From an optimization exercise on the open Yosys and OpenROAD flow, aimed at small area, a short achievable clock period and few clock cycles per item; shortcuts taken in it are not production practice.
In this exercise RTL edits were held to simulation tests only and were not proved equivalent to the original.
Power figures rest on the tool's default switching activity, not on a simulated workload.

==> flow/design.v (excerpt) <==
module systolic_array_top #(
    parameter DATAWIDTH = 16,
    parameter N_SIZE = 3
) (
    input  logic clk,
    input  logic rst_n,
    input  logic valid_in,
    input  logic [N_SIZE*DATAWIDTH-1:0] matrix_a_in,    
    input  logic [N_SIZE*DATAWIDTH-1:0] matrix_b_in,    
    output logic valid_out,
    output logic [N_SIZE*DATAWIDTH*2-1:0] matrix_c_out
);
    logic [3:0] cnt;
    logic       first_c, first_k;
    logic [2:0] k;
    logic       rot;
    always_ff @(posedge clk) begin
        rot     <= cnt >= 4'd2 && cnt <= 4'd9;
        first_c <= (cnt == 4'd0 && valid_in) || cnt == 4'd3 || cnt == 4'd6;
        k       <= cnt == 4'd0 ? 3'b001 : {k[1:0], k[2]};
    end
    assign first_k = k[0];
    always_ff @(posedge clk, negedge rst_n) begin
        if (!rst_n) begin
            cnt       <= 4'd0;
            valid_out <= 1'b0;
        end else begin
            if (cnt == 4'd0) begin
                if (valid_in) cnt <= 4'd1;
            end else if (cnt != 4'd11) begin
                cnt <= cnt + 4'd1;
            end
            valid_out <= cnt == 4'd4 || cnt == 4'd7 || cnt == 4'd10;
        end
    end
    logic [15:0]      a_next;
    logic [16:0]      a_pad;
  ...
clock: 10.0 ns
lec_check: 0
cap_margin: 20
core_margin: 2
core_utilization: 40
slew_margin: 20
standard.sh (not shown) runs the stock make flow with config.mk's settings and CLKGATE_MAP_FILE= SYNTH_SCRIPT=/design/flow/synth_recipe.tcl, a recipe that flattens the netlist after the stock synthesis.
==> flow/flow/run.sh <==
#!/bin/bash
# The standard layout, with timing repair aiming at a 3.2 ns period (setup
# margin 6.8 ns on the 10 ns clock) instead of the 10 ns period itself, and
# the port buffers made with buf_2 cells.
set -euo pipefail
bash standard.sh finish SETUP_SLACK_MARGIN=6.8 "BUFFER_PORTS_ARGS=-buffer_cell sky130_fd_sc_hd__buf_2" > flow.log 2>&1
The starting point ran to the end with no violations.
Testbench counts at the start, summed over its fixed seeds: cycles 3,840, items 320.
==> next run, changes <==
==> flow/flow/run.sh (replaced) <==
#!/bin/bash
# The standard layout, with timing repair aiming at a 3.1 ns period (setup
# margin 6.9 ns on the 10 ns clock) instead of the 10 ns period itself, the
# port buffers made with buf_2 cells, and larger clock-sink clusters.
set -euo pipefail
bash standard.sh finish SETUP_SLACK_MARGIN=6.9 "BUFFER_PORTS_ARGS=-buffer_cell sky130_fd_sc_hd__buf_2" CTS_CLUSTER_SIZE=24 CTS_CLUSTER_DIAMETER=80 > flow.log 2>&1
Effect: Area after synthesis is unchanged; via count decreases by 0.33%; critical path depth is unchanged; maximum frequency increases by 0.66%; wire length barely changes.
==> next run, changes <==
==> flow/flow/run.sh (replaced) <==
#!/bin/bash
# The standard layout, with timing repair aiming at a 3.2 ns period (setup
# margin 6.8 ns on the 10 ns clock) instead of the 10 ns period itself, the
# port buffers made with buf_2 cells, and larger clock-sink clusters.
set -euo pipefail
bash standard.sh finish SETUP_SLACK_MARGIN=6.8 "BUFFER_PORTS_ARGS=-buffer_cell sky130_fd_sc_hd__buf_2" CTS_CLUSTER_SIZE=20 CTS_CLUSTER_DIAMETER=60 > flow.log 2>&1
First-iteration DRC count went down by 14%.
Sequential share of layout area is about the same.
Cell area came out lower by 0.40%.
==> next run, changes <==
==> flow/flow/run.sh (replaced) <==
#!/bin/bash
# The standard layout, with timing repair aiming at a 3.2 ns period (setup
# margin 6.8 ns on the 10 ns clock) instead of the 10 ns period itself, the
# port buffers made with buf_2 cells, and larger clock-sink clusters.
set -euo pipefail
bash standard.sh finish SETUP_SLACK_MARGIN=6.8 "BUFFER_PORTS_ARGS=-buffer_cell sky130_fd_sc_hd__buf_2" CTS_CLUSTER_SIZE=20 CTS_CLUSTER_DIAMETER=100 > flow.log 2>&1
Outcome: Routed wire length falls by about 0.8%; final cell count falls by 0.93%; power falls by about 3.8%; worst setup slack hardly moves; via count falls by about 0.3%; synthesized area does not change; hold slack hardly moves; final area falls by 1.9%; sequential power barely changes; utilization falls by 0.88 points.

## separate check: timing with driven ports
No port has a modelled driver above. Below, the same layouts with a new extraction and two added sets of constraints. Step 1 sets driving cells, clkbuf_16 on the clock port and buf_2 on the other inputs (assumed; they add their load-dependent delay and slew). Step 2 adds t to the input delays and takes it off the output delays; t is the mean of the earliest and latest rising clock arrival at the registers after step 1. Input paths then give back, and output paths get back, about the clock's delay inside the block. a / b / c = no drivers / after step 1 / after step 2; a / b = the first two.
run	shift t [ns]	setup WS [ns]	hold slack, ns
the first run	0.725	6.832 / 6.755 / 6.842	0.317 / 0.317 / 0.317
the second run	0.706	6.853 / 6.782 / 6.909	0.314 / 0.314 / 0.314
the third run	0.720	6.834 / 6.764 / 6.834	0.319 / 0.319 / 0.319
the fourth run	0.706	6.836 / 6.763 / 6.870	0.320 / 0.320 / 0.320
After both steps every run listed still meets setup and hold.
